What follows belongs to an exercise in optimizing a design on an open flow for small area; a production flow would make more cautious choices. Only simulation tests tie the RTL to the original design; equivalence was not proved. Power figures rest on the tool's default switching activity, not on a simulated workload.

==> design.v <==
module usb(
    input rst_n,
    input clk_48,
    input rx_j,
    input rx_se0,
    output tx_en,
    output tx_j,
    output tx_se0,
    input[6:0] usb_address,
    output usb_rst,
    output reg transaction_active,
    output reg[3:0] endpoint,
    output reg direction_in,
    output reg setup,
    input data_toggle,
    input[1:0] handshake,
    output reg[7:0] data_out,
    input[7:0] data_in,
    input data_in_valid,
    output reg data_strobe,
    output reg success
    );
localparam
    hs_ack = 2'b00,
    hs_none = 2'b01,
    hs_nak = 2'b10,
    hs_stall = 2'b11;
reg[2:0] j_samples;
reg[4:0] se0_samples;
always @(posedge clk_48) begin
    j_samples <= { j_samples[1:0], rx_j };
    se0_samples <= { se0_samples[3:0], rx_se0 };
end
wire j = (j_samples[0] & j_samples[1]) | (j_samples[0] & j_samples[2]) | (j_samples[1] & j_samples[2]);
wire[4:0] ss = se0_samples;
wire se0 = (ss[0] & ss[1] & ss[2]) | (ss[0] & ss[1] & ss[3]) | (ss[0] & ss[1] & ss[4]) | (ss[0] & ss[2] & ss[3]) |
    (ss[0] & ss[2] & ss[4]) | (ss[0] & ss[3] & ss[4]) | (ss[1] & ss[2] & ss[3]) | (ss[1] & ss[2] & ss[4]) |
    (ss[1] & ss[3] & ss[4]) | (ss[2] & ss[3] & ss[4]);
wire rx_packet;
function[2:0] seq_step(input[2:0] c);
    seq_step = { c[1], c[0], c[1]? !c[2]: (c[2] && c[0]) };
endfunction
reg[2:0] short_idle_counter;
wire short_idle = short_idle_counter == 3'b000;
always @(posedge clk_48) begin
    if (se0 || !j || rx_packet)
        short_idle_counter <= 3'b001;
    else
        short_idle_counter <= seq_step(short_idle_counter);
end
reg[1:0] rcv_cntr;
reg rcv_prev;
wire nrzi_strobe = rcv_cntr == 2'b00;
always @(posedge clk_48 or negedge rst_n) begin
    if (!rst_n) begin
        rcv_cntr <= 2'b00;
        rcv_prev <= 1'b0;
    end else begin
        if (j == rcv_prev)
            rcv_cntr <= { !rcv_cntr[0], rcv_cntr[1] };
        else
            rcv_cntr <= 2'b01;
        rcv_prev <= j;
    end
end
reg nrzi_prev;
always @(posedge clk_48) begin
    if (nrzi_strobe)
        nrzi_prev <= j;
end
wire d = (nrzi_prev == j);
reg[2:0] ones;
always @(posedge clk_48) begin
    if (!rst_n || (nrzi_strobe && !d))
        ones <= 3'b001;
    else if (nrzi_strobe)
        ones <= seq_step(ones);
end
wire strobe = nrzi_strobe && (ones != 3'b100);
reg[1:0] sync_m;
reg sync_p;
wire sync_in = j || se0;
always @(posedge clk_48 or negedge rst_n) begin
    if (!rst_n) begin
        sync_m <= 2'b10;
        sync_p <= 1'b1;
    end else if (nrzi_strobe) begin
        sync_p <= !sync_in;
        if (sync_in)
            sync_m <= sync_p? { sync_m[0], !sync_m[1] || sync_m[0] }: 2'b10;
        else if (sync_p)
            sync_m <= 2'b10;
    end
end
wire sync = (sync_m == 2'b11) && sync_p && !j && !se0;
localparam[18:0] reset_lfsr_start = 19'h2afdd;
reg[18:0] reset_lfsr;
wire reset_lfsr_low = &reset_lfsr[17:0];
assign usb_rst = reset_lfsr_low && reset_lfsr[18] && rst_n;
wire reset_lfsr_fb = !(reset_lfsr[18] ^ reset_lfsr[17] ^ reset_lfsr[16] ^ reset_lfsr[13]) || reset_lfsr_low;
always @(posedge clk_48) begin
    if (!se0 || !rst_n)
        reset_lfsr <= reset_lfsr_start;
    else
        reset_lfsr <= { reset_lfsr[17:0], reset_lfsr_fb };
end
localparam
    rs_idle = 2'b00,
    rs_done = 2'b10,
    rs_pid = 2'b01,
    rs_data = 2'b11;
reg[1:0] rx_state;
assign rx_packet = (rx_state == rs_data);
reg[3:0] rx_pid;
reg rx_crc_ok;
reg rx_byte_done;      
reg rx_byte_done2;     
reg rx_first_bit;      
reg[7:0] recv_queue_0;
reg[7:0] recv_queue_1;
reg recv_queue_0_valid;
reg recv_queue_1_valid;
wire rx_datastrobe = rx_byte_done && strobe;
wire rx_complete = strobe && rx_state == rs_data && !se0 && !rx_byte_done && !rx_byte_done2 && next_shift[8];
wire[8:0] next_shift = { data_out, d };
reg[15:0] crc;
wire rx_token = (rx_pid[1:0] == 2'b01);
wire rx_crc_fb = (rx_token? crc[4]: crc[15]) ^ d;
wire[15:0] rx_crc_next = { crc[14] ^ rx_crc_fb, crc[13:2], crc[1] ^ rx_crc_fb, crc[0], rx_crc_fb };
wire rx_crc_valid = rx_token? (rx_crc_next[4:0] == 5'b01100): (rx_crc_next == 16'b1000000000001101);
always @(posedge clk_48) begin
    if (strobe) begin
        rx_byte_done <= rx_complete;
        rx_byte_done2 <= rx_byte_done;
    end
end
always @(posedge clk_48 or negedge rst_n) begin
    if (!rst_n) begin
        rx_state <= rs_idle;
    end else if (strobe) begin
        case (rx_state)
            rs_idle: begin
                if (sync)
                    rx_state <= rs_pid;
            end
            rs_pid: begin
                if (se0) begin
                    rx_state <= rs_idle;
                end else if (next_shift[8]) begin
                    if (next_shift[7:4] == ~next_shift[3:0])
                        rx_state <= rs_data;
                    else
                        rx_state <= rs_done;
                end
            end
            rs_data: begin
                if (se0)
                    rx_state <= rs_idle;
            end
            default: begin
                if (se0)
                    rx_state <= rs_idle;
            end
        endcase
    end
end
always @(posedge clk_48) begin
    if (strobe) begin
        case (rx_state)
            rs_idle: begin
                if (sync)
                    data_out <= 8'b00000001;
            end
            rs_pid: begin
                if (!se0) begin
                    if (next_shift[8]) begin
                        rx_pid <= { next_shift[4], next_shift[5], next_shift[6], next_shift[7] };
                        rx_crc_ok <= 1'b0;
                        data_out <= 8'b00000001;
                    end else begin
                        data_out <= next_shift[7:0];
                    end
                end
            end
            rs_data: begin
                if (!se0) begin
                    if (rx_byte_done) begin
                        rx_first_bit <= d;
                    end else if (rx_byte_done2) begin
                        data_out <= { 6'b000001, rx_first_bit, d };
                    end else if (next_shift[8]) begin
                        data_out <= recv_queue_1;
                        rx_crc_ok <= rx_crc_valid;
                    end else begin
                        data_out <= next_shift[7:0];
                    end
                end
            end
            default: begin
            end
        endcase
    end
end
always @(posedge clk_48) begin
    if (!rx_packet) begin
        recv_queue_1_valid <= 1'b0;
        recv_queue_0_valid <= 1'b0;
    end else if (rx_datastrobe) begin
        recv_queue_1_valid <= recv_queue_0_valid;
        recv_queue_0_valid <= 1'b1;
    end
end
reg tx_transmit;
reg tx_enable_crc16;
wire tx_send_crc16;
reg[1:0] tx_clock;
wire bit_strobe = tx_clock == 2'b00;
always @(posedge clk_48 or negedge rst_n) begin
    if (!rst_n)
        tx_clock <= 2'b00;
    else
        tx_clock <= { tx_clock[0], !tx_clock[1] };
end
reg[2:0] bit_stuff_counter;
wire bit_stuff = bit_stuff_counter == 3'b100;
wire tx_strobe = bit_strobe && !bit_stuff;
reg[2:0] tx_state;
localparam
    ts_idle = 3'b000,
    ts_run  = 3'b001,
    ts_eop1 = 3'b010,
    ts_eop2 = 3'b011,
    ts_eop3 = 3'b100,
    ts_crc1 = 3'b110,
    ts_crc2 = 3'b111;
assign tx_en = (tx_state != ts_idle);
reg tx_mark;
wire[8:0] tx_shift = { tx_mark, recv_queue_1 };
reg tx_crc_enabled;
wire dump_crc = tx_state == ts_crc1 || tx_state == ts_crc2;
wire txd = dump_crc? !crc[15]: recv_queue_1[0];
wire txse0 = !bit_stuff && (tx_state == ts_eop1 || tx_state == ts_eop2);
wire tx_shift_empty = (tx_shift[8:2] == 7'b0);
wire tx_data_strobe = tx_transmit && tx_shift_empty && tx_strobe && tx_en;
always @(posedge clk_48 or negedge rst_n) begin
    if (!rst_n) begin
        tx_state <= ts_idle;
    end else if (tx_strobe) begin
        case (tx_state)
            ts_idle: begin
                if (tx_transmit)
                    tx_state <= ts_run;
            end
            ts_run: begin
                if (tx_shift_empty && !tx_transmit) begin
                    if (tx_send_crc16)
                        tx_state <= ts_crc1;
                    else
                        tx_state <= ts_eop1;
                end
            end
            ts_crc1: begin
                if (tx_shift_empty)
                    tx_state <= ts_crc2;
            end
            ts_crc2: begin
                if (tx_shift_empty)
                    tx_state <= ts_eop1;
            end
            ts_eop1: begin
                tx_state <= ts_eop2;
            end
            ts_eop2: begin
                tx_state <= ts_eop3;
            end
            ts_eop3: begin
                tx_state <= ts_idle;
            end
            default: begin
            end
        endcase
    end
end
always @(posedge clk_48) begin
    if (tx_strobe) begin
        if (!tx_en) begin
            tx_mark <= 1'b1;
            tx_crc_enabled <= 1'b0;
        end else if (tx_shift_empty) begin
            tx_mark <= 1'b1;
            tx_crc_enabled <= tx_enable_crc16;
        end else begin
            tx_mark <= 1'b0;
        end
    end
end
reg tx_data_load;
reg[7:0] tx_data_value;
always @(posedge clk_48) begin
    if (tx_data_load)
        recv_queue_0 <= tx_data_value;
    else if (rx_complete && !tx_en)
        recv_queue_0 <= {
            next_shift[0], next_shift[1], next_shift[2], next_shift[3],
            next_shift[4], next_shift[5], next_shift[6], next_shift[7] };
end
always @(posedge clk_48) begin
    if (tx_strobe && (tx_en || tx_transmit)) begin
        if (!tx_en)
            recv_queue_1 <= 8'b10000000;  
        else if (tx_shift_empty)
            recv_queue_1 <= recv_queue_0;
        else
            recv_queue_1 <= { tx_mark, recv_queue_1[7:1] };
    end else if (rx_complete && !tx_en) begin
        recv_queue_1 <= recv_queue_0;
    end
end
always @(posedge clk_48) begin
    if (bit_strobe) begin
        if (tx_state == ts_idle || !txd || bit_stuff || txse0)
            bit_stuff_counter <= 3'b001;
        else
            bit_stuff_counter <= seq_step(bit_stuff_counter);
    end
end
reg last_j;
wire txj = tx_state == ts_idle || tx_state == ts_eop3? 1'b1: ((bit_stuff || !txd)? !last_j: last_j);
always @(posedge clk_48) begin
    if (bit_strobe)
        last_j <= tx_en? txj: 1'b1;
end
assign tx_j = txj;
assign tx_se0 = txse0;
wire tx_crc_fb = !dump_crc && (crc[15] ^ txd);
wire[15:0] tx_crc_next = { crc[14] ^ tx_crc_fb, crc[13:2], crc[1] ^ tx_crc_fb, crc[0], tx_crc_fb };
always @(posedge clk_48) begin
    if (tx_en) begin
        if (!(dump_crc || tx_crc_enabled))
            crc <= 16'hffff;
        else if (tx_strobe)
            crc <= tx_crc_next;
    end else begin
        if (!rx_packet)
            crc <= 16'hffff;
        else if (strobe)
            crc <= rx_crc_next;
    end
end
localparam
    st_idle = 3'b000,
    st_data = 3'b001,
    st_err = 3'b010,
    st_send_handshake = 3'b011,
    st_in = 3'b100,
    st_prep_recv_ack = 3'b101,
    st_recv_ack = 3'b110,
    st_send_ack = 3'b111;
reg[2:0] state;
assign tx_send_crc16 = state == st_prep_recv_ack;
localparam
    pt_special   = 2'b00,
    pt_token     = 2'b01,
    pt_handshake = 2'b10,
    pt_data      = 2'b11;
localparam
    tok_out   = 2'b00,
    tok_sof   = 2'b01,
    tok_in    = 2'b10,
    tok_setup = 2'b11;
reg[6:0] token_timeout;
wire token_active = token_timeout != 7'b0;
wire token_fb = token_timeout[6]? (!token_timeout[5] && token_timeout[4:0] != 5'b0): token_timeout[5];
wire[6:0] token_next = { token_timeout[5:0], token_fb };
reg[1:0] handshake_latch;
wire tx_pid_load = (state == st_in || state == st_send_ack || state == st_send_handshake) && !tx_transmit;
wire[3:0] tx_pid = {
    (state == st_in)? data_toggle: (state == st_send_handshake && handshake_latch[1]),
    state == st_send_handshake && handshake_latch == hs_stall,
    1'b1,
    state == st_in };
wire tx_byte_load = tx_data_strobe && state == st_in && data_in_valid;
always @(*) begin
    tx_data_load = tx_byte_load || tx_pid_load;
    tx_data_value = tx_byte_load? data_in: { ~tx_pid, tx_pid };
end
always @(posedge clk_48) begin
    case (state)
        st_in: tx_transmit <= tx_transmit? !(tx_data_strobe && !data_in_valid): (short_idle && (handshake == hs_ack || handshake == hs_none));
        st_send_ack: tx_transmit <= tx_transmit? !tx_data_strobe: short_idle;
        st_send_handshake: tx_transmit <= tx_transmit? !tx_data_strobe: (short_idle && handshake_latch != hs_none);
        default: tx_transmit <= 1'b0;
    endcase
end
always @(posedge clk_48) begin
    if (state == st_idle && rx_packet && rx_pid[1:0] == pt_data && !rx_pid[2] && token_active)
        handshake_latch <= handshake;
    else if (state == st_in && !tx_transmit && short_idle && handshake != hs_ack && handshake != hs_none)
        handshake_latch <= handshake;
    else if (!transaction_active)
        handshake_latch <= 2'b00;
end
always @(posedge clk_48 or negedge rst_n) begin
    if (!rst_n) begin
        success <= 1'b0;
        state <= st_idle;
        data_strobe <= 1'b0;
        endpoint <= 4'b0;
        direction_in <= 1'b0;
        setup <= 1'b0;
        transaction_active <= 1'b0;
        token_timeout <= 7'b0;
        tx_enable_crc16 <= 1'b0;
    end else begin
        token_timeout <= token_next;
        if (!transaction_active) begin
            endpoint <= 4'b0;
            direction_in <= 1'b0;
            setup <= 1'b0;
        end
        success <= 1'b0;
        data_strobe <= 1'b0;
        case (state)
            st_idle: begin
                if (!token_active)
                    transaction_active <= 1'b0;
                if (rx_packet) begin
                    if (rx_pid[1:0] == pt_token) begin
                        state <= st_data;
                    end else begin
                        if (rx_pid[1:0] == pt_data && !rx_pid[2] && token_active) begin
                            state <= rx_pid[3] == data_toggle? st_data: st_send_ack;
                        end else begin
                            state <= st_err;
                        end
                    end
                end
            end
            st_data: begin
                if (!rx_packet) begin
                    state <= st_idle;
                    case (rx_pid[1:0])
                        pt_token: begin
                            if (recv_queue_1_valid && rx_crc_ok && recv_queue_1[6:0] == usb_address && rx_pid[3:2] != tok_sof) begin
                                token_timeout <= 7'b0000001;
                                transaction_active <= 1'b1;
                                endpoint <= { recv_queue_0[2:0], recv_queue_1[7] };
                                case (rx_pid[3:2])
                                    tok_in: begin
                                        direction_in <= 1'b1;
                                        setup <= 1'b0;
                                        state <= st_in;
                                    end
                                    tok_out: begin
                                        direction_in <= 1'b0;
                                        setup <= 1'b0;
                                    end
                                    tok_setup: begin
                                        direction_in <= 1'b0;
                                        setup <= 1'b1;
                                    end
                                    default: begin
                                    end
                                endcase
                            end else begin
                                transaction_active <= 1'b0;
                                endpoint <= 4'b0;
                                direction_in <= 1'b0;
                                setup <= 1'b0;
                            end
                        end
                        pt_data: begin
                            if (recv_queue_1_valid && rx_crc_ok) begin
                                if (handshake_latch == hs_ack || handshake_latch == hs_none)
                                    success <= 1'b1;
                                state <= st_send_handshake;
                            end
                        end
                        default: begin
                            endpoint <= 4'b0;
                            direction_in <= 1'b0;
                            setup <= 1'b0;
                        end
                    endcase
                end else if (rx_datastrobe) begin
                    case (rx_pid[1:0])
                        pt_token: begin
                            if (recv_queue_1_valid)
                                state <= st_err;
                        end
                        pt_data: begin
                            if (recv_queue_1_valid && (handshake_latch == hs_ack || handshake_latch == hs_none))
                                data_strobe <= 1'b1;
                        end
                        default: begin
                            state <= st_err;
                        end
                    endcase
                end
            end
            st_in: begin
                if (!tx_transmit && short_idle) begin
                    if (handshake != hs_ack && handshake != hs_none) begin
                        state <= st_send_handshake;
                    end else begin
                    end
                end
                if (tx_transmit && tx_data_strobe) begin
                    if (!data_in_valid) begin
                        if (handshake == hs_ack) begin
                            state <= st_prep_recv_ack;
                        end else begin
                            state <= st_err;
                            success <= 1'b1;
                            transaction_active <= 1'b0;
                        end
                        tx_enable_crc16 <= 1'b0;
                    end else begin
                        data_strobe <= 1'b1;
                        tx_enable_crc16 <= 1'b1;
                    end
                end
            end
            st_prep_recv_ack: begin
                token_timeout <= 7'b0000001;
                if (!tx_en && !rx_packet)
                    state <= st_recv_ack;
            end
            st_recv_ack: begin
                if (rx_packet) begin
                    state <= st_err;
                    if (rx_pid == 4'b0010) begin
                        success <= 1'b1;
                        transaction_active <= 1'b0;
                    end
                end
                if (!token_active && !rx_packet)
                    state <= st_idle;
            end
            st_send_ack: begin
                if (!tx_transmit && short_idle) begin
                end
                if (tx_transmit && tx_data_strobe) begin
                    state <= st_err;
                end
            end
            st_send_handshake: begin
                if (!tx_transmit && short_idle) begin
                    case (handshake_latch)
                        hs_none: begin
                            state <= st_idle;
                        end
                        hs_ack: begin
                        end
                        hs_nak: begin
                        end
                        hs_stall: begin
                        end
                    endcase
                end
                if (tx_transmit && tx_data_strobe) begin
                    state <= st_err;
                end
            end
            default: begin
                transaction_active <= 1'b0;
                if (!tx_en && !rx_packet)
                    state <= st_idle;
            end
        endcase
    end
end
endmodule
==> flow/run.sh <==
#!/bin/bash
set -euo pipefail
export BUFFER_PORTS_ARGS="-buffer_cell sky130_fd_sc_hd__buf_1"
export CTS_ARGS="-sink_clustering_enable -repair_clock_nets -dont_use_dummy_load -buf_list sky130_fd_sc_hd__clkbuf_4"
bash standard.sh > standard.log 2>&1
==> standard.sh <==
#!/bin/bash
# synth_recipe.tcl (not shown) runs the flow's synth.tcl, then flattens the netlist and writes it again
# the make line also repeats each setting of config.mk as NAME=value (left out here)
make -C /OpenROAD-flow-scripts/flow DESIGN_CONFIG=/design/flow/config.mk WORK_HOME=/design/flow/orfs CLKGATE_MAP_FILE= SYNTH_SCRIPT=/design/flow/synth_recipe.tcl "${@:-finish}"
==> config.mk <==
export PLATFORM = sky130hd
export DESIGN_NAME = usb
export DESIGN_NICKNAME = usb
export VERILOG_FILES = /design/flow/design.v
export SDC_FILE = /design/flow/constraint.sdc
export NUM_CORES = 4
export LEC_CHECK = 0
export CAP_MARGIN = 20
export CORE_MARGIN = 2
export CORE_UTILIZATION = 65
export PLACE_DENSITY = 0.75
export SLEW_MARGIN = 20
==> constraint.sdc <==
create_clock -name core_clock -period 20.8 [get_ports {clk_48}]
set_input_delay 4.1600 -clock core_clock [delete_from_list [all_inputs] [get_ports {clk_48}]]
set_output_delay 4.1600 -clock core_clock [all_outputs]
set_load 0.01 [all_outputs]
==> results.tsv, run 1 <==
stage	metric	value	unit
drt	via count	4540	
setup_path	reg-to-reg startpoint	se0_samples[2]	
setup_path	Worst Path Max Fanout	41	
finish	Final #Nets	637	
yosys	Seq cells post-synth	126	
floorplan	Initial Util	67.8	%
sta	clk_skew	0.0420	ns
flow_run	max_cap viols	0	
setup_path	Req. time, crit path	16.64	ns
sta	part of the cycle the worst path needs	44.0	%
setup_path	crit path launch	rst_n	
grt	GRT Overall Usage	28.3	%
drt	wire per inst	18.6	um
sta	# setup viols final	0	
cts	post-CTS setup buffer count	0	
setup_path	r2r setup slk	17.89	ns
cts	worst-case clock buffer depth	2	
cts	htree depth	4	
setup_path	crit path to	usb_rst	
yosys	number of synthesis warnings	1	
drt	drt via density	6.35	
floorplan	height of the chip	99.8	um
placed_design	DP HPWL	9.71	mm
power_and_ir_drop	switching power total	0.000182	W
sta	Rel. slew slack	32.7	%
finish	n_diodes	0	
placed_design	placer congestion estimate	0.912	
drt	drt total wl	13.3	mm
grt	total congestion overflow	0	
drt	first-pass iteration count of the detailed router	5	
cts	Num CTS Buffers	17	
drt	metal3 WL	960	um
yosys	Mapped Area	5970	um^2
setup_path	reg2reg path depth	6	
drt	Routed Antenna Nets	0	
placed_design	port bufs	43	
power_and_ir_drop	Comb pwr share	22.1	%
power_and_ir_drop	sequential fraction of design power	58.2	%
yosys	asr flop ratio synth	26.2	%
cts	Resize count post-CTS	0	
finish	Area growth syn-to-layout	5.74	%
cts	Sink Count	126	
yosys	syn nets	596	
setup_path	Setup crit end kind	output port	
power_and_ir_drop	Power Total	0.000565	W
cts	CTS root buffer	clkbuf_4	
setup_path	Worst setup SP type	primary input	
sta	fin crit period	9.15	ns
drt	Top Metal Used	met4	
grt	first-pass GRT wire length	21.8	mm
floorplan	Die Area	9970	um^2
floorplan	die width	99.8	um
yosys	post-synthesis sequential area ratio	54.6	%
power_and_ir_drop	Max rail drop VDD	0.0000694	V
min_path	Hold WC Path Type	flip-flop to flip-flop	
drt	Routed met1 length	5.72	mm
floorplan	num ports	44	
yosys	EDFF count, synth	57	
drt	initial drt markers	343	
power_and_ir_drop	pwr dens	89.5	nW/um^2
status	status	complete, no violations	
yosys	Yosys cell types	80	
yosys	Syn Area/Cell	10.5	um^2
power_and_ir_drop	Internal Dissipation	0.000383	W
cts	Reg clk slew, reported paths	0.11	ns
drt	DR DRC count	0	
floorplan	core area	8810	um^2
power_and_ir_drop	clock power share	19.7	%
sta	Final Hold Viols	0	
grt	vias in the first global route	4448	
setup_path	Arr. time, crit path	4.99	ns
finish	share of post-route cells with drive strength above 1	9.23	%
drt	metal2 WL	6.22	mm
grt	initial antenna violation count	0	
power_and_ir_drop	Leakage	2.26	nW
setup_path	reg2reg end	data_out[3]	
cts	Clk Latency, worst-skew pair	0.49	ns
grt	largest net degree at the start of global routing	42	
yosys	Post-Syn Instances	568	
sta	Tightest Pin Transition	1.00	ns
sta	highest clock rate	109	MHz
power_and_ir_drop	Net Sw Frac	32.1	%
finish	layout filler cell count	673	
cts	hold_buf cts	0	
sta	Slew Limit Fails	0	
setup_path	CP Class	primary input to output port	
sta	Fin Setup TNS	0	ns
floorplan	row cnt	34	
sta	RSZ-0062 raised after global routing	no	
yosys	Synth Flop Type	edfxtp_1	
cts	CTS tree	built	
layout make-up:
| type | count | area [um^2] | area share (%) |
|---|---|---|---|
| inverter | 24 | 92.6 | 1.47 |
| clock buffer | 17 | 128 | 2.02 |
| tap | 108 | 135 | 2.14 |
| sequential | 126 | 3260 | 51.7 |
| timing repair buffer | 46 | 185 | 2.93 |
| multi-input combinational | 394 | 2510 | 39.8 |
synth_stat cells, types with 7 or more instances:
cell type | n | area, um^2
and3_1 | 10 | 62.6
or2_2 | 14 | 87.6
o21ai_0 | 27 | 135
xnor2_1 | 15 | 131
clkbuf_1 | 16 | 60.1
nor4_1 | 7 | 43.8
a21oi_1 | 17 | 85.1
dfrtp_1 | 31 | 776
a22oi_1 | 9 | 67.6
inv_1 | 21 | 78.8
o21ai_1 | 12 | 60.1
nand2_1 | 59 | 221
mux2i_1 | 8 | 80.1
nor2_1 | 31 | 116
dfxtp_1 | 36 | 721
a22o_1 | 9 | 78.8
nor2b_1 | 11 | 68.8
nand2b_1 | 23 | 144
edfxtp_1 | 57 | 1710
nand3_1 | 13 | 65.1
nand4_1 | 9 | 56.3
nor3_1 | 17 | 85.1
worst min path at each step:
stage | slack [ns] | end | startpoint | cells after the start
finish | 0.36 | se0_samples[2] | se0_samples[1] | 0
global route | 0.37 | se0_samples[2] | se0_samples[1] | 0
global placement | 0.34 | se0_samples[2] | se0_samples[1] | 0
floorplan | 0.33 | se0_samples[2] | se0_samples[1] | 0
CTS | 0.36 | se0_samples[2] | se0_samples[1] | 0
detailed placement | 0.34 | se0_samples[2] | se0_samples[1] | 0
sequential cells by signal, summed over array words and instances, names as in the netlist, 3 cells and up:
| register | flops |
|---|---|
| recv_queue_1 | 8 |
| crc | 16 |
| rx_pid | 4 |
| endpoint | 4 |
| data_out | 8 |
| recv_queue_0 | 8 |
| reset_lfsr | 19 |
| short_idle_counter | 3 |
| se0_samples | 5 |
| token_timeout | 7 |
| j_samples | 3 |
| ones | 3 |
| bit_stuff_counter | 3 |
| state | 3 |
| tx_state | 3 |
per-layer routing:
layer | GRT usage (%) | up-vias
met4 | 10.0 | 0
met3 | 7.59 | 36
li1 | - | 2144
met1 | 38.3 | 2161
met5 | 0 | -
met2 | 44.6 | 199
per-stage QoR:
stage	area (um^2)	hold slack, ns	instances	util (%)	setup slack, ns
floorplan	5970	0.328	568	-	12.28
finish	6310	0.359	715	71.7	11.65
global route	6310	0.368	715	71.7	11.47
global placement	6180	0.338	698	70.2	11.62
detailed placement	6180	0.340	698	70.2	11.62
CTS	6310	0.360	715	71.6	11.61
kinds of logic (layout without fill, tap and decap cells):
kind of cell / count (synthesis) / in the layout / synth area share (%)
buffers and inverters: 48 / 87 / 3.42
and+or+nand+nor: 230 / 230 / 21.2
xor gates and xnor gates: 20 / 20 / 3.25
AOI/OAI and AO/OA: 128 / 128 / 14.5
adders and majority gates: 7 / 7 / 1.40
DFF: 126 / 126 / 54.6
muxes: 9 / 9 / 1.53
power groups by stage:
stage                     Combinational [W]  Clock (W)  Sequential (W)
after detailed placement           0.000122          0        0.000333
final                              0.000125   0.000111        0.000329
after global placement             0.000119          0        0.000331
after floorplan                   0.0000989          0        0.000320
after CTS                          0.000123   0.000113        0.000328
after global routing               0.000139   0.000123        0.000333
worst max-delay path: stages:
cell	delay, ns
clkbuf_2	0.08
buf_4	0.40
nand2_1	0.10
nor2_1	0.09
buf_1	0.15
placed cells by master (no fill, tap or decap), types with 10 or more instances in the layout:
cell type / Yosys / final
a21oi_1: 17 / 17
and3_1: 10 / 10
buf_1: 1 / 42
clkbuf_4: 0 / 17
dfrtp_1: 31 / 31
dfxtp_1: 36 / 36
edfxtp_1: 57 / 57
inv_1: 21 / 21
nand2_1: 59 / 59
nand2b_1: 23 / 23
nand3_1: 13 / 13
nor2_1: 31 / 31
nor2b_1: 11 / 11
nor3_1: 17 / 17
o21ai_0: 27 / 27
o21ai_1: 12 / 12
or2_2: 14 / 14
xnor2_1: 15 / 15
==> run 2: changes to the inputs <==
==> flow/run.sh (replaced) <==
#!/bin/bash
set -euo pipefail
export BUFFER_PORTS_ARGS="-buffer_cell sky130_fd_sc_hd__buf_1"
export CTS_ARGS="-sink_clustering_enable -repair_clock_nets -dont_use_dummy_load -buf_list sky130_fd_sc_hd__clkbuf_8 -sink_clustering_size 40 -sink_clustering_max_diameter 200"
bash standard.sh > standard.log 2>&1
--- a/config.mk
+++ b/config.mk
@@ -8,5 +8,5 @@
 export CAP_MARGIN = 20
 export CORE_MARGIN = 2
-export CORE_UTILIZATION = 65
-export PLACE_DENSITY = 0.75
+export CORE_UTILIZATION = 40
+export PLACE_DENSITY = 0.6
 export SLEW_MARGIN = 20
==> results.tsv, run 2 <==
stage	metric	value	unit
drt	drt via density	5.69	
finish	final core occ	44.7	%
placed_design	DP HPWL	10.1	mm
yosys	syn nets	596	
yosys	Mapped Area	5970	um^2
yosys	Yosys cell types	80	
finish	share of post-route cells with drive strength above 1	8.91	%
drt	via count	4492	
floorplan	Die Area	15900	um^2
yosys	Synth top area share	28.7	%
setup_path	crit path buf inv count	2	
sta	Fin Setup TNS	0	ns
placed_design	port bufs	43	
yosys	most numerous cell in the Yosys netlist	nand2_1	
sta	Slew Limit Fails	0	
cts	CTS root buffer	clkbuf_8	
setup_path	slowest stage delay, CP	0.68	ns
cts	Clk Latency, worst-skew pair	0.44	ns
finish	Area growth syn-to-layout	8.89	%
drt	Routed met1 length	6.26	mm
setup_path	reg2reg end	data_out[0]	
cts	worst-case clock buffer depth	2	
yosys	Post-Syn Instances	568	
setup_path	Worst setup SP type	primary input	
finish	final cell count without fillers	790	
setup_path	CP Class	primary input to output port	
drt	initial drt markers	301	
yosys	asr flop ratio synth	26.2	%
sta	Tightest Pin Transition	1.04	ns
yosys	EDFF count, synth	57	
drt	metal3 WL	870	um
finish	Largest register FFs	19	
placed_design	pre-CTS setup slack	11.28	ns
flow_run	max_cap viols	0	
setup_path	Setup crit end kind	output port	
yosys	post-synth top area cell	edfxtp_1	
drt	wire per inst	17.4	um
finish	commonest non-fill, non-tap cell in the layout	nand2_1	
drt	drt total wl	13.8	mm
setup_path	reg-to-reg startpoint	se0_samples[2]	
sta	part of the cycle the worst path needs	45.2	%
placed_design	placer congestion estimate	0.862	
sta	RSZ-0062 raised after global routing	no	
finish	layout filler cell count	1432	
cts	Reg clk slew, reported paths	0.07	ns
yosys	post-synthesis sequential area ratio	54.6	%
cts	Sink Count	126	
sta	Final Hold Viols	0	
setup_path	Top delay family on crit path	buffers and inverters	
setup_path	Req. time, crit path	16.64	ns
finish	n_diodes	0	
sta	fin crit period	9.39	ns
floorplan	Initial Util	41.1	%
setup_path	crit path launch	rst_n	
yosys	cells taking the most area after synthesis	edfxtp_1 (29%), dfrtp_1 (13%), dfxtp_1 (12%)	
setup_path	crit path to	usb_rst	
setup_path	WP depth	4	
status	status	complete, no violations	
setup_path	Worst Path Max Fanout	41	
setup_path	Arr. time, crit path	5.23	ns
floorplan	core area	14500	um^2
cts	hold_buf cts	0	
yosys	number of synthesis warnings	1	
drt	Top Metal Used	met4	
grt	initial antenna violation count	0	
yosys	Syn Area/Cell	10.5	um^2
finish	Final #Nets	636	
power_and_ir_drop	Max rail drop VDD	0.0000486	V
finish	largest registers	reset_lfsr: 19 flops, crc: 16 flops	
drt	first-pass iteration count of the detailed router	5	
floorplan	row cnt	44	
sta	clk_skew	0.0213	ns
finish	Top reg by flops	reset_lfsr	
grt	vias in the first global route	4412	
drt	Routed Antenna Nets	0	
sta	final setup margin	11.41	ns
sta	# setup viols final	0	
setup_path	reg2reg path depth	6	
setup_path	CP Cell Sequence	buf_2, nand2_1, nor2_1, buf_1	
grt	largest net degree at the start of global routing	42	
drt	metal2 WL	6.32	mm
floorplan	die width	126	um
yosys	Synth Flop Type	edfxtp_1	
grt	first-pass GRT wire length	22.4	mm
sta	Rel. slew slack	30.4	%
drt	DR DRC count	0	
setup_path	Crit-path slowest cell	buf_2	
power_and_ir_drop	Leakage	2.30	nW
cts	post-CTS setup buffer count	0	
grt	GRT Overall Usage	18.0	%
finish	most frequent cells in the layout	nand2_1 (59), edfxtp_1 (57), buf_1 (42)	
yosys	top cells by count, synth	nand2_1 (59), edfxtp_1 (57), dfxtp_1 (36), dfrtp_1 (31), nor2_1 (31)	
cts	Num CTS Buffers	17	
power_and_ir_drop	pwr dens	93.0	nW/um^2
floorplan	height of the chip	126	um
cts	Resize count post-CTS	0	
cts	htree depth	4	
grt	total congestion overflow	0	
min_path	Hold WC Path Type	flip-flop to flip-flop	
floorplan	num ports	44	
yosys	Seq cells post-synth	126	
sta	highest clock rate	106	MHz
cts	CTS tree	built	
setup_path	r2r setup slk	17.91	ns
placed_design	dpl cells	773	
==> run 2: layer usage <==
metal  vias up  global-route usage (%)
met1      2182                    23.6
li1       2141                       -
met2       138                    28.0
met3        31                    5.23
met4         0                    7.50
met5         -                       0
==> run 2: through the flow <==
stage / total power (W) / area (um^2) / hold slack, ns
5_1_grt: 0.000640 / 6500 / 0.358
3_3_place_gp: 0.000454 / 6270 / 0.335
2_1_floorplan: 0.000419 / 5970 / 0.328
6_report: 0.000605 / 6500 / 0.354
4_1_cts: 0.000611 / 6500 / 0.355
3_5_place_dp: 0.000458 / 6270 / 0.338
==> run 2: layout make-up <==
type	instances	area [um^2]	area share [%]
inverter	24	92.6	1.42
multi-input combinational	394	2500	38.5
clock buffer	17	234	3.60
tap	184	230	3.54
timing repair buffer	45	178	2.73
sequential	126	3260	50.2
==> run 2: cells by family after synthesis <==
family	share of synthesized area [%]
simple gates	21.2
compound gates	14.5
flops	54.6
buf+inv	3.42
xor+xnor	3.25
mux	1.53
fa+ha+maj	1.40
==> run 2: worst register-to-register path, cell delays in order (launching register included) <==
cell and delay [ns]:
dfxtp_1 0.34, maj3_1 0.37, o21ai_1 0.19, nand3_1 0.46, or2_1 0.47, nor3_1 0.28
o21a_1 0.42
==> run 2: how the worst min path moves through the flow <==
| stage | to | slack (ns) | cells after the start | startpoint |
|---|---|---|---|---|
| after floorplan | se0_samples[2] | 0.33 | 0 | se0_samples[1] |
| after global placement | se0_samples[2] | 0.34 | 0 | se0_samples[1] |
| after detailed placement | se0_samples[2] | 0.34 | 0 | se0_samples[1] |
| after CTS | se0_samples[2] | 0.36 | 0 | se0_samples[1] |
| after global routing | se0_samples[2] | 0.36 | 0 | se0_samples[1] |
| final | se0_samples[2] | 0.35 | 0 | se0_samples[1] |
==> run 2: power by group <==
part	leakage (nW)	switching (W)	internal, W
registers	1.26	0.0000324	0.000297
logic	0.918	0.0000758	0.0000496
clock network	0.122	0.0000784	0.0000716
==> run 3: changes to the inputs <==
--- a/design.v
+++ b/design.v
@@ -94,14 +94,16 @@
 end
 wire sync = (sync_m == 2'b11) && sync_p && !j && !se0;
-localparam[18:0] reset_lfsr_start = 19'h2afdd;
-reg[18:0] reset_lfsr;
-wire reset_lfsr_low = &reset_lfsr[17:0];
-assign usb_rst = reset_lfsr_low && reset_lfsr[18] && rst_n;
-wire reset_lfsr_fb = !(reset_lfsr[18] ^ reset_lfsr[17] ^ reset_lfsr[16] ^ reset_lfsr[13]) || reset_lfsr_low;
+reg[3:0] reset_pre;
+reg reset_long;
+wire reset_wrap = se0 && reset_pre == 4'b1000;
+wire reset_count = se0 && (reset_long || reset_wrap);
+wire reset_end;
+assign usb_rst = reset_long && reset_end && rst_n;
 always @(posedge clk_48) begin
     if (!se0 || !rst_n)
-        reset_lfsr <= reset_lfsr_start;
+        reset_pre <= 4'b0001;
     else
-        reset_lfsr <= { reset_lfsr[17:0], reset_lfsr_fb };
+        reset_pre <= { reset_pre[2:0], reset_pre[3] ^ reset_pre[2] };
+    reset_long <= rst_n && reset_count;
 end
 localparam
@@ -335,6 +337,13 @@
 wire tx_crc_fb = !dump_crc && (crc[15] ^ txd);
 wire[15:0] tx_crc_next = { crc[14] ^ tx_crc_fb, crc[13:2], crc[1] ^ tx_crc_fb, crc[0], tx_crc_fb };
+assign reset_end = crc == 16'hb973;
+wire[15:0] reset_crc_next = { crc[14] ^ crc[15], crc[13:2], crc[1] ^ crc[15], crc[0], crc[15] };
 always @(posedge clk_48) begin
-    if (tx_en) begin
+    if (reset_count) begin
+        if (!reset_long)
+            crc <= 16'hffff;
+        else if (reset_wrap && !reset_end)
+            crc <= reset_crc_next;
+    end else if (tx_en) begin
         if (!(dump_crc || tx_crc_enabled))
             crc <= 16'hffff;
@@ -440,6 +449,6 @@
                 if (!rx_packet) begin
                     state <= st_idle;
-                    case (rx_pid[1:0])
-                        pt_token: begin
+                    case (rx_pid[1])
+                        1'b0: begin
                             if (recv_queue_1_valid && rx_crc_ok && recv_queue_1[6:0] == usb_address && rx_pid[3:2] != tok_sof) begin
                                 token_timeout <= 7'b0000001;
@@ -470,31 +479,17 @@
                             end
                         end
-                        pt_data: begin
+                        default: begin
                             if (recv_queue_1_valid && rx_crc_ok) begin
-                                if (handshake_latch == hs_ack || handshake_latch == hs_none)
+                                if (!handshake_latch[1])
                                     success <= 1'b1;
                                 state <= st_send_handshake;
                             end
                         end
-                        default: begin
-                            endpoint <= 4'b0;
-                            direction_in <= 1'b0;
-                            setup <= 1'b0;
-                        end
-                    endcase
-                end else if (rx_datastrobe) begin
-                    case (rx_pid[1:0])
-                        pt_token: begin
-                            if (recv_queue_1_valid)
-                                state <= st_err;
-                        end
-                        pt_data: begin
-                            if (recv_queue_1_valid && (handshake_latch == hs_ack || handshake_latch == hs_none))
-                                data_strobe <= 1'b1;
-                        end
-                        default: begin
-                            state <= st_err;
-                        end
                     endcase
+                end else if (rx_datastrobe && recv_queue_1_valid) begin
+                    if (!rx_pid[1])
+                        state <= st_err;
+                    else if (!handshake_latch[1])
+                        data_strobe <= 1'b1;
                 end
             end
==> results.tsv, run 3 <==
stage	metric	value	unit
grt	met1 Use GR	25.6	%
finish	final core occ	43.9	%
setup_path	Worst Path Max Fanout	42	
grt	vias in the first global route	4128	
yosys	Synth Area in XOR/XNOR	3.24	%
setup_path	CP Class	primary input to output port	
yosys	post-synthesis sequential area ratio	52.5	%
drt	drt via density	5.85	
drt	via count	4461	
setup_path	Req. time, crit path	16.64	ns
yosys	most numerous cell in the Yosys netlist	edfxtp_1	
grt	first-pass GRT wire length	21.3	mm
yosys	Syn Area/Cell	10.2	um^2
cts	Resize count post-CTS	0	
yosys	post-synthesis adder-cell area fraction	1.96	%
sta	clk_skew	0.0322	ns
cts	Sink Count	112	
placed_design	DP HPWL	9.80	mm
power_and_ir_drop	clock power share	25.8	%
power_and_ir_drop	Comb pwr share	11.1	%
setup_path	crit path to	usb_rst	
sta	Rel. slew slack	27.8	%
yosys	post-synthesis mux area share	1.10	%
cts	Reg clk slew, reported paths	0.09	ns
yosys	post-synth top area cell	edfxtp_1	
yosys	Yosys cell types	75	
setup_path	r2r setup slk	17.72	ns
drt	wire per inst	17.8	um
sta	Slew Limit Fails	0	
grt	GRT Overall Usage	18.5	%
drt	initial drt markers	356	
placed_design	port bufs	43	
drt	drt total wl	13.6	mm
yosys	Post-Syn Instances	554	
sta	Fin Setup TNS	0	ns
finish	Area growth syn-to-layout	7.32	%
cts	CTS tree	built	
yosys	Seq cells post-synth	112	
power_and_ir_drop	switching power total	0.000107	W
grt	GR met3 Demand/Resource	4.94	%
grt	initial antenna violation count	0	
power_and_ir_drop	Internal Dissipation	0.000302	W
sta	Tightest Pin Transition	1.07	ns
finish	n_diodes	0	
sta	part of the cycle the worst path needs	44.6	%
finish	Final #Nets	615	
drt	DR DRC count	0	
setup_path	Worst setup SP type	primary input	
floorplan	die width	123	um
yosys	syn nets	584	
yosys	largest family of logic cells by synthesized area	simple AND/OR/NAND/NOR gates	
setup_path	Arr. time, crit path	5.11	ns
sta	Final Hold Viols	0	
floorplan	height of the chip	123	um
yosys	Compound-Gate Fraction of Synth Area	16.2	%
yosys	cells taking the most area after synthesis	edfxtp_1 (30%), dfrtp_1 (14%), dfxtp_1 (7.8%)	
floorplan	num ports	44	
placed_design	placer congestion estimate	0.880	
setup_path	Setup crit end kind	output port	
grt	met2 Track Usage GR	28.5	%
drt	Routed Antenna Nets	0	
cts	post-CTS setup buffer count	0	
flow_run	max_cap viols	0	
floorplan	core area	13900	um^2
min_path	Hold WC Path Type	flip-flop to flip-flop	
cts	Clk Latency, worst-skew pair	0.39	ns
finish	Top reg by flops	crc	
setup_path	reg2reg end	recv_queue_0[1]	
grt	total congestion overflow	0	
cts	hold_buf cts	0	
power_and_ir_drop	Power Total	0.000409	W
sta	highest clock rate	108	MHz
power_and_ir_drop	pwr dens	67.1	nW/um^2
finish	Largest register FFs	16	
yosys	top cells by count, synth	edfxtp_1 (57), nor2_1 (45), nand2_1 (42), o21ai_0 (33), dfrtp_1 (31)	
yosys	EDFF count, synth	57	
floorplan	Die Area	15200	um^2
setup_path	reg2reg path depth	7	
yosys	Synth Flop Type	edfxtp_1	
drt	first-pass iteration count of the detailed router	5	
finish	commonest non-fill, non-tap cell in the layout	edfxtp_1	
finish	share of post-route cells with drive strength above 1	6.00	%
yosys	Synth top area share	30.2	%
yosys	Synth Area in Simple Gates	21.3	%
floorplan	Initial Util	40.9	%
sta	RSZ-0062 raised after global routing	no	
power_and_ir_drop	Leakage	2.19	nW
cts	htree depth	3	
floorplan	row cnt	43	
yosys	Mapped Area	5670	um^2
cts	CTS root buffer	clkbuf_8	
yosys	asr flop ratio synth	29.5	%
setup_path	reg-to-reg startpoint	se0_samples[2]	
grt	largest net degree at the start of global routing	43	
power_and_ir_drop	Max rail drop VDD	0.0000438	V
finish	most frequent cells in the layout	edfxtp_1 (57), nor2_1 (45), nand2_1 (42), buf_1 (42), o21ai_0 (32)	
sta	fin crit period	9.27	ns
power_and_ir_drop	sequential fraction of design power	63.1	%
setup_path	crit path launch	rst_n	
yosys	number of synthesis warnings	1	
cts	Num CTS Buffers	9	
status	status	complete, no violations	
power_and_ir_drop	Net Sw Frac	26.2	%
sta	# setup viols final	0	
grt	busiest grt layer	met2	
cts	worst-case clock buffer depth	2	
==> run 3: cell count changes after synthesis, moves of 7 or more <==
cell / change
dfxtp_1: -14
xnor2_1: -11
or2_2: -11
o21ai_1: -11
nor2_1: +14
a21oi_1: +10
xor2_1: +8
nand3_1: +7
nor2b_1: +8
nand2_1: -17
==> run 3: worst max-delay path: stages <==
cell and delay, ns:
clkbuf_2 0.07, buf_4 0.44, and3_1 0.26, buf_1 0.16
==> run 3: worst min path at each step <==
stage | from | endpoint | slack, ns | cells past startpoint
2_1_floorplan | se0_samples[1] | se0_samples[2] | 0.33 | 0
3_3_place_gp | se0_samples[1] | se0_samples[2] | 0.33 | 0
3_5_place_dp | se0_samples[1] | se0_samples[2] | 0.34 | 0
4_1_cts | se0_samples[1] | se0_samples[2] | 0.36 | 0
5_1_grt | se0_samples[1] | se0_samples[2] | 0.37 | 0
6_report | se0_samples[1] | se0_samples[2] | 0.36 | 0
==> run 3: power by group through the flow <==
stage | Combinational [W] | Sequential (W) | Clock (W)
global route | 0.0000510 | 0.000260 | 0.000117
CTS | 0.0000458 | 0.000258 | 0.000110
detailed placement | 0.0000457 | 0.000263 | 0
finish | 0.0000455 | 0.000258 | 0.000106
global placement | 0.0000443 | 0.000262 | 0
floorplan | 0.0000377 | 0.000256 | 0
==> run 3: kinds of logic after synthesis <==
logic type / Yosys count
buffers and inverters: 48
AND/OR/NAND/NOR: 223
multiplexers: 6
AO/OA/AOI/OAI: 138
XOR/XNOR: 18
flip-flops: 112
adder cells (fa/ha/maj): 9
==> run 3: final cells by class <==
cell class                      count  area (um^2)
Clock buffer                        9          124
Multi-Input combinational cell    394         2500
Fill cell                        1337         7790
Timing Repair Buffer               45          178
Tap cell                          180          225
Sequential cell                   112         2980
Inverter                           23         86.3
==> run 3: routing by layer <==
layer,part of all wire (%),vias up
met5,0,-
met1,46,2191
met2,46,161
met4,1.3,0
li1,-,2093
met3,6.5,16
==> run 3: through the flow <==
step | cells | worst slack (ns) | hold slack, ns | instance area, um^2
after floorplan | 554 | 12.30 | 0.331 | 5670
after global placement | 754 | 11.50 | 0.333 | 5970
after detailed placement | 754 | 11.47 | 0.340 | 5970
after CTS | 763 | 11.46 | 0.357 | 6090
after global routing | 763 | 11.43 | 0.368 | 6090
final | 763 | 11.53 | 0.355 | 6090
==> run 4: changes to the inputs <==
--- a/design.v
+++ b/design.v
@@ -130,5 +130,5 @@
 wire rx_crc_fb = (rx_token? crc[4]: crc[15]) ^ d;
 wire[15:0] rx_crc_next = { crc[14] ^ rx_crc_fb, crc[13:2], crc[1] ^ rx_crc_fb, crc[0], rx_crc_fb };
-wire rx_crc_valid = rx_token? (rx_crc_next[4:0] == 5'b01100): (rx_crc_next == 16'b1000000000001101);
+wire rx_crc_match = rx_token? (crc[4:0] == 5'b01100): (crc == 16'b1000000000001101);
 always @(posedge clk_48) begin
     if (strobe) begin
@@ -171,6 +171,5 @@
         case (rx_state)
             rs_idle: begin
-                if (sync)
-                    data_out <= 8'b00000001;
+                data_out <= 8'b00000001;
             end
             rs_pid: begin
@@ -193,5 +192,4 @@
                     end else if (next_shift[8]) begin
                         data_out <= recv_queue_1;
-                        rx_crc_ok <= rx_crc_valid;
                     end else begin
                         data_out <= next_shift[7:0];
@@ -202,4 +200,6 @@
             end
         endcase
+        if (rx_byte_done)
+            rx_crc_ok <= rx_crc_match;
     end
 end
@@ -300,24 +300,4 @@
 reg[7:0] tx_data_value;
 always @(posedge clk_48) begin
-    if (tx_data_load)
-        recv_queue_0 <= tx_data_value;
-    else if (rx_complete && !tx_en)
-        recv_queue_0 <= {
-            next_shift[0], next_shift[1], next_shift[2], next_shift[3],
-            next_shift[4], next_shift[5], next_shift[6], next_shift[7] };
-end
-always @(posedge clk_48) begin
-    if (tx_strobe && (tx_en || tx_transmit)) begin
-        if (!tx_en)
-            recv_queue_1 <= 8'b10000000;  
-        else if (tx_shift_empty)
-            recv_queue_1 <= recv_queue_0;
-        else
-            recv_queue_1 <= { tx_mark, recv_queue_1[7:1] };
-    end else if (rx_complete && !tx_en) begin
-        recv_queue_1 <= recv_queue_0;
-    end
-end
-always @(posedge clk_48) begin
     if (bit_strobe) begin
         if (tx_state == ts_idle || !txd || bit_stuff || txse0)
@@ -566,3 +546,23 @@
     end
 end
+always @(posedge clk_48) begin
+    if (tx_data_load)
+        recv_queue_0 <= tx_data_value;
+    else if (rx_complete && !tx_en)
+        recv_queue_0 <= {
+            next_shift[0], next_shift[1], next_shift[2], next_shift[3],
+            next_shift[4], next_shift[5], next_shift[6], next_shift[7] };
+end
+always @(posedge clk_48) begin
+    if (tx_pid_load) begin
+        recv_queue_1 <= 8'b10000000;  
+    end else if (tx_strobe && tx_en) begin
+        if (tx_shift_empty)
+            recv_queue_1 <= recv_queue_0;
+        else
+            recv_queue_1 <= { tx_mark, recv_queue_1[7:1] };
+    end else if (rx_complete && !tx_en) begin
+        recv_queue_1 <= recv_queue_0;
+    end
+end
 endmodule
==> flow/run.sh (replaced) <==
#!/bin/bash
# The standard layout (standard.sh), with
#  - synthesis mapped by an area-oriented ABC script (flow/synth.tcl),
#  - one buf_1 per port instead of the default port buffer,
#  - a clock tree of clkbuf_8 without dummy loads.
# Each tool's output goes to a log file in this folder.
set -euo pipefail
W=$(pwd)
export OWN_ABC_SCRIPT="$W/flow/abc_area.script"
export FLOW_SYNTH_TCL="$W/synth_recipe.tcl"
export BUFFER_PORTS_ARGS="-buffer_cell sky130_fd_sc_hd__buf_1"
export CTS_ARGS="-sink_clustering_enable -repair_clock_nets -dont_use_dummy_load -buf_list sky130_fd_sc_hd__clkbuf_8"
sed "s#SYNTH_SCRIPT=[^ ]*synth_recipe.tcl#SYNTH_SCRIPT=$W/flow/synth.tcl#" standard.sh > own_standard.sh
grep -q "SYNTH_SCRIPT=$W/flow/synth.tcl" own_standard.sh
bash own_standard.sh > standard.log 2>&1
==> flow/abc_area.script (new file) <==
strash
&get -n
&fraig -x
&put
dc2
strash
&get -n
&dch -f
&nf -R 1000
&put
strash
&get -n
&dch -f
&nf -R 1000
&put
==> flow/synth.tcl (new file) <==
# The standard synthesis script, with the technology mapping done by an
# area-oriented ABC script (flow/abc_area.script) instead of ORFS's speed
# script. Everything else, the flip-flop mapping included, is unchanged.
proc abc {args} {
  set out {}
  for {set i 0} {$i < [llength $args]} {incr i} {
    set a [lindex $args $i]
    if {$a eq "-script"} {
      incr i
      lappend out -script $::env(OWN_ABC_SCRIPT)
      continue
    }
    lappend out $a
  }
  yosys abc {*}$out
}
source $::env(FLOW_SYNTH_TCL)
==> results.tsv, run 4 <==
stage	metric	value	unit
drt	Routed Antenna Nets	0	
cts	Num CTS Buffers	9	
setup_path	Setup crit end kind	output port	
flow_run	max_cap viols	0	
power_and_ir_drop	Power Total	0.000416	W
floorplan	Die Area	13900	um^2
sta	final setup margin	11.60	ns
floorplan	row cnt	41	
setup_path	Req. time, crit path	16.64	ns
drt	Routed met1 length	5.75	mm
drt	metal2 WL	5.76	mm
drt	wire per inst	16.9	um
sta	Fin Setup TNS	0	ns
setup_path	Worst setup SP type	primary input	
grt	largest net degree at the start of global routing	41	
sta	part of the cycle the worst path needs	44.2	%
finish	Top reg by flops	crc	
cts	hold_buf cts	0	
finish	Final #Nets	602	
cts	Sink Count	112	
yosys	post-synth top area cell	edfxtp_1	
finish	Area growth syn-to-layout	9.99	%
power_and_ir_drop	Leakage	2.02	nW
finish	share of post-route cells with drive strength above 1	2.46	%
cts	CTS root buffer	clkbuf_8	
placed_design	pre-CTS setup slack	11.55	ns
cts	htree depth	3	
cts	Reg clk slew, reported paths	0.10	ns
drt	Top Metal Used	met4	
cts	worst-case clock buffer depth	2	
grt	first-pass GRT wire length	20.2	mm
yosys	post-synthesis adder-cell area fraction	2.08	%
yosys	post-synthesis mux area share	1.16	%
finish	n_diodes	0	
floorplan	num ports	44	
floorplan	die width	118	um
yosys	Mapped Area	5170	um^2
setup_path	Top delay family on crit path	buffers and inverters	
finish	most frequent cells in the layout	nand2_1 (56), nor2_1 (56), edfxtp_1 (49)	
grt	total congestion overflow	0	
yosys	Compound-Gate Fraction of Synth Area	15.0	%
yosys	largest family of logic cells by synthesized area	simple AND/OR/NAND/NOR gates	
placed_design	DP HPWL	9.19	mm
grt	initial antenna violation count	0	
power_and_ir_drop	Max rail drop VDD	0.0000304	V
drt	DR DRC count	0	
drt	drt via density	5.57	
drt	via count	4133	
sta	Rel. slew slack	31.8	%
sta	highest clock rate	109	MHz
sta	Final Hold Viols	0	
placed_design	port bufs	43	
cts	CTS tree	built	
min_path	Hold WC Path Type	flip-flop to flip-flop	
setup_path	slowest stage delay, CP	0.42	ns
drt	first-pass iteration count of the detailed router	5	
floorplan	height of the chip	118	um
floorplan	core area	12600	um^2
power_and_ir_drop	sequential fraction of design power	63.7	%
yosys	Synth Area in XOR/XNOR	2.71	%
yosys	asr flop ratio synth	29.5	%
yosys	top cells by count, synth	nand2_1 (56), nor2_1 (56), edfxtp_1 (49), o21ai_0 (43), a21oi_1 (32)	
drt	initial drt markers	410	
power_and_ir_drop	Comb pwr share	11.2	%
sta	clk_skew	0.0296	ns
yosys	Seq cells post-synth	112	
cts	Resize count post-CTS	0	
yosys	Syn Area/Cell	10.0	um^2
yosys	Post-Syn Instances	516	
drt	metal3 WL	736	um
yosys	Synth Area in Simple Gates	21.5	%
grt	vias in the first global route	3843	
sta	Tightest Pin Transition	1.02	ns
setup_path	CP Class	primary input to output port	
sta	fin crit period	9.20	ns
sta	# setup viols final	0	
status	status	complete, no violations	
placed_design	placer congestion estimate	0.869	
setup_path	Crit-path slowest cell	buf_4	
setup_path	CP Cell Sequence	clkbuf_2, buf_4, and3_1, buf_1	
power_and_ir_drop	pwr dens	73.1	nW/um^2
yosys	post-synthesis sequential area ratio	56.1	%
cts	Clk Latency, worst-skew pair	0.39	ns
setup_path	crit path buf inv count	3	
power_and_ir_drop	clock power share	25.1	%
sta	RSZ-0062 raised after global routing	no	
finish	Largest register FFs	16	
yosys	number of synthesis warnings	1	
floorplan	Initial Util	41.0	%
grt	GRT Overall Usage	18.6	%
yosys	Synth Flop Type	edfxtp_1	
setup_path	Arr. time, crit path	5.04	ns
power_and_ir_drop	switching power total	0.000110	W
yosys	syn nets	546	
sta	Slew Limit Fails	0	
power_and_ir_drop	Internal Dissipation	0.000305	W
yosys	EDFF count, synth	49	
yosys	Yosys cell types	45	
power_and_ir_drop	Net Sw Frac	26.5	%
cts	post-CTS setup buffer count	0	
drt	drt total wl	12.5	mm
setup_path	Worst Path Max Fanout	40	
yosys	Synth top area share	28.5	%
yosys	cells taking the most area after synthesis	edfxtp_1 (28%), dfrtp_1 (15%), dfxtp_1 (12%)	
-- run 4: cell count changes after synthesis, moves of 11 or more --
cell / change
and2_0: +19
clkbuf_1: -14
nand2_1: +14
nor2_1: +11
clkinv_1: +20
inv_1: -22
a22o_1: -12
-- run 4: area by class of cell --
cell class | count | area [um^2]
tap | 172 | 215
multi-input combinational | 384 | 2200
clock buffer | 9 | 124
timing repair buffer | 45 | 178
sequential | 112 | 2900
inverter | 20 | 75.1
fill | 1222 | 6930
-- run 4: worst register-to-register path, cell delays in order, from the launching register on --
cell and delay [ns]:
dfxtp_1 0.40, or4_1 0.54, nor4_1 0.78, nand3_1 0.53, o21ai_0 0.48, nor3_1 0.13, nor4_1 0.19, o22ai_1 0.12
-- run 4: path summary, 6_finish.rpt --
check / from / end / slack (ns) / cells after the start
setup / recovery: rst_n / usb_rst / 11.60 / 4
hold / removal: j_samples[1] / j_samples[2] / 0.36 / 0
setup reg to reg: recv_queue_1[2] / state[2] / 17.47 / 7
hold reg to reg: j_samples[1] / j_samples[2] / 0.36 / 0
max in group asynchronous: rst_n / endpoint[1] / 16.60 / 2
min in group asynchronous: rst_n / tx_state[0] / 3.80 / 2
-- run 4: cells by family after synthesis --
family | Yosys count
muxes | 6
and+or+nand+nor | 229
DFF | 112
adders and majority gates | 9
xor gates and xnor gates | 16
AOI/OAI and AO/OA | 124
buffers and inverters | 20
-- run 4: power groups by stage --
stage | sequential, W | combinational [W] | clock, W
3_3_place_gp | 0.000269 | 0.0000457 | 0
3_5_place_dp | 0.000269 | 0.0000471 | 0
2_1_floorplan | 0.000266 | 0.0000297 | 0
4_1_cts | 0.000264 | 0.0000473 | 0.000108
6_report | 0.000265 | 0.0000466 | 0.000104
5_1_grt | 0.000267 | 0.0000525 | 0.000116
-- run 4: metal layers --
metal / vias to the layer above / track usage [%]
met3: 21 / 3.63
met4: 0 / 7.76
li1: 1992 / -
met5: - / 0
met2: 148 / 28.6
met1: 1972 / 25.7
-- run 4: stage by stage --
stage	std cells	instance area [um^2]	util, %	hold WS, ns
after global routing	742	5690	45.1	0.373
after floorplan	516	5170	-	0.333
final	742	5690	45.1	0.360
after detailed placement	733	5560	44.1	0.348
after CTS	742	5690	45.1	0.365
after global placement	733	5560	44.1	0.340
==> run 5: changes to the inputs <==
==> flow/abc_area.script (replaced) <==
strash
&get -n
&fraig -x
&put
dc2
strash
&get -n
&dch -f
&nf
&put
==> results.tsv, run 5 <==
stage	metric	value	unit
status	status	complete, no violations	
cts	Sink Count	112	
placed_design	Placed Area	5710	um^2
cts	Num CTS Buffers	9	
placed_design	DP HPWL	9.66	mm
sta	Rel. slew slack	33.6	%
grt	vias in the first global route	4180	
yosys	syn nets	542	
drt	drt total wl	13.1	mm
grt	initial antenna violation count	0	
cts	hold_buf cts	0	
yosys	Post-Syn Instances	512	
finish	share of post-route cells with drive strength above 1	3.68	%
floorplan	die width	119	um
sta	Final Hold Viols	0	
cts	post-CTS setup buffer count	0	
power_and_ir_drop	pwr dens	95.4	nW/um^2
finish	Design Area, Final	5850	um^2
drt	first-pass iteration count of the detailed router	5	
power_and_ir_drop	Net Sw Frac	33.9	%
grt	total congestion overflow	0	
finish	commonest non-fill, non-tap cell in the layout	nand2_1	
yosys	EDFF count, synth	49	
drt	initial drt markers	295	
cts	htree depth	3	
yosys	post-synthesis sequential area ratio	54.9	%
setup_path	CP Cell Sequence	clkbuf_2, buf_4, nand2_1, nor2_1, buf_1	
yosys	number of synthesis warnings	1	
cts	worst-case clock buffer depth	2	
cts	Clk Latency, worst-skew pair	0.40	ns
setup_path	CP Class	primary input to output port	
setup_path	Top delay family on crit path	buffers and inverters	
power_and_ir_drop	Comb pwr share	25.6	%
min_path	Hold WC Path Type	flip-flop to flip-flop	
floorplan	core area	12800	um^2
sta	Slew Limit Fails	0	
setup_path	crit path buf inv count	3	
finish	most frequent cells in the layout	nand2_1 (52), edfxtp_1 (49), buf_1 (42)	
setup_path	Arr. time, crit path	5.05	ns
power_and_ir_drop	Max rail drop VDD	0.0000535	V
yosys	most numerous cell in the Yosys netlist	nand2_1	
power_and_ir_drop	Leakage	2.07	nW
yosys	post-synth top area cell	edfxtp_1	
power_and_ir_drop	switching power total	0.000189	W
finish	Area growth syn-to-layout	10.7	%
setup_path	Setup crit end kind	output port	
yosys	cells taking the most area after synthesis	edfxtp_1 (28%), dfrtp_1 (15%), dfxtp_1 (11%)	
power_and_ir_drop	Internal Dissipation	0.000369	W
power_and_ir_drop	clock power share	18.8	%
yosys	Synth Flop Type	edfxtp_1	
placed_design	port bufs	43	
sta	Tightest Pin Transition	0.987	ns
finish	Largest register FFs	16	
yosys	top cells by count, synth	nand2_1 (52), edfxtp_1 (49), nor2_1 (38), dfrtp_1 (31)	
cts	Reg clk slew, reported paths	0.09	ns
floorplan	row cnt	41	
sta	highest clock rate	109	MHz
finish	n_diodes	0	
finish	layout filler cell count	1252	
yosys	Seq cells post-synth	112	
drt	wire per inst	17.7	um
flow_run	max_cap viols	0	
floorplan	num ports	44	
drt	via count	4221	
yosys	Synth top area share	27.8	%
setup_path	Req. time, crit path	16.64	ns
setup_path	Crit-path slowest cell	buf_4	
setup_path	Worst Path Max Fanout	40	
sta	Fin Setup TNS	0	ns
finish	Top reg by flops	crc	
cts	CTS tree	built	
drt	Routed Antenna Nets	0	
floorplan	Initial Util	41.4	%
sta	clk_skew	0.0343	ns
power_and_ir_drop	sequential fraction of design power	55.6	%
floorplan	Die Area	14100	um^2
cts	Resize count post-CTS	0	
finish	Final #Nets	602	
drt	drt via density	5.69	
yosys	Mapped Area	5280	um^2
drt	DR DRC count	0	
yosys	Syn Area/Cell	10.3	um^2
sta	part of the cycle the worst path needs	44.3	%
grt	first-pass GRT wire length	21.3	mm
setup_path	Worst setup SP type	primary input	
yosys	asr flop ratio synth	29.5	%
sta	# setup viols final	0	
grt	largest net degree at the start of global routing	41	
setup_path	slowest stage delay, CP	0.42	ns
sta	RSZ-0062 raised after global routing	no	
placed_design	placer congestion estimate	0.949	
sta	fin crit period	9.21	ns
floorplan	height of the chip	119	um
cts	CTS root buffer	clkbuf_8	
grt	GRT Overall Usage	19.1	%
yosys	Yosys cell types	57	
==> run 5: cell count changes after synthesis, moves of 5 or more <==
cell / delta
o22a_1: -7
a31oi_1: +6
xnor2_1: +5
nor2_1: -18
nand3b_1: +6
nand2b_1: +6
o21ai_0: -18
==> run 5: path summary, 6_finish.rpt <==
check / slack, ns / from / endpoint / cells past startpoint
max: 11.59 / rst_n / usb_rst / 5
min: 0.36 / j_samples[1] / j_samples[2] / 0
max reg2reg: 17.85 / tx_transmit / state[2] / 6
min reg2reg: 0.36 / j_samples[1] / j_samples[2] / 0
max in group asynchronous: 16.61 / rst_n / sync_m[1] / 2
min in group asynchronous: 3.81 / rst_n / rx_state[1] / 2
==> run 5: cell families (layout without fill, tap and decap cells) <==
kind of cell,after synthesis,in the layout,share of synthesized area [%]
adder cells (fa/ha/maj),9,9,2.04
AO/OA/AOI/OAI,121,121,15.2
buffers and inverters,19,77,1.35
AND/OR/NAND/NOR,225,225,22.0
multiplexers,8,8,1.54
flip-flops,112,112,54.9
XOR/XNOR,18,18,2.98
==> run 5: through the flow <==
stage	hold WS (ns)	utilization, %	power, W	instances	setup slack, ns
after global routing	0.361	45.8	0.000593	742	11.43
after detailed placement	0.340	44.7	0.000456	733	11.55
after CTS	0.358	45.7	0.000560	742	11.54
final	0.355	45.8	0.000558	742	11.59
after floorplan	0.333	-	0.000404	512	12.28
after global placement	0.343	44.7	0.000453	732	11.58
==> run 5: layer usage <==
metal	global-route usage, %	vias up	share of wire (%)
met3	4.31	25	5.5
met2	31.0	132	47
met5	0	-	0
li1	-	2015	-
met1	25.0	2049	45
met4	6.70	0	2.4
==> run 5: layout make-up <==
type                       count  area (um^2)  share of cell area, %
tap                          172          215                   3.68
timing repair buffer          49          205                   3.51
multi-input combinational    381         2330                   39.9
sequential                   112         2900                   49.6
inverter                      19         71.3                   1.22
clock buffer                   9          124                   2.12
==> run 5: power groups by stage <==
stage / registers, W / clock network, W / logic (W)
floorplan: 0.000302 / 0 / 0.000103
global placement: 0.000313 / 0 / 0.000139
detailed placement: 0.000314 / 0 / 0.000142
CTS: 0.000310 / 0.000108 / 0.000142
global route: 0.000315 / 0.000116 / 0.000162
finish: 0.000310 / 0.000105 / 0.000143
==> run 5: worst reg2reg max path, stage by stage (launching register included) <==
cell and delay, ns:
dfxtp_1 0.46, nor4_1 0.91, a41o_1 0.29, a31oi_1 0.06, nor4_2 0.63, nand3_1 0.19, a32o_1 0.29

what the ideal ports hide:
In the flow no input, the clock included, has a driving cell. The finished layouts below were timed again as built, in two steps. Step 1 assumes that a clkbuf_16 drives the clock port and a buf_2 every other input. Step 2 also shifts input and output timing later by t, the mid clock arrival at the registers, as if the neighbouring blocks saw the same clock. Slacks: no drivers / after step 1 / after step 2; pairs: no drivers / after step 1.
run | t (ns) | setup WS [ns] | pins driven straight from the clock port
run 1 | 0.502 | 11.652 / 11.628 / 11.628 | 1
run 2 | 0.465 | 11.407 / 11.384 / 11.384 | 1
run 3 | 0.412 | 11.526 / 11.503 / 11.503 | 1
run 4 | 0.412 | 11.597 / 11.568 / 11.568 | 1
run 5 | 0.419 | 11.593 / 11.570 / 11.570 | 1
After both steps setup and hold are still met in every run listed. For run 4, which loses most, drivers alone change the setup slack by -0.029 ns; drivers and shift together by -0.029 ns.
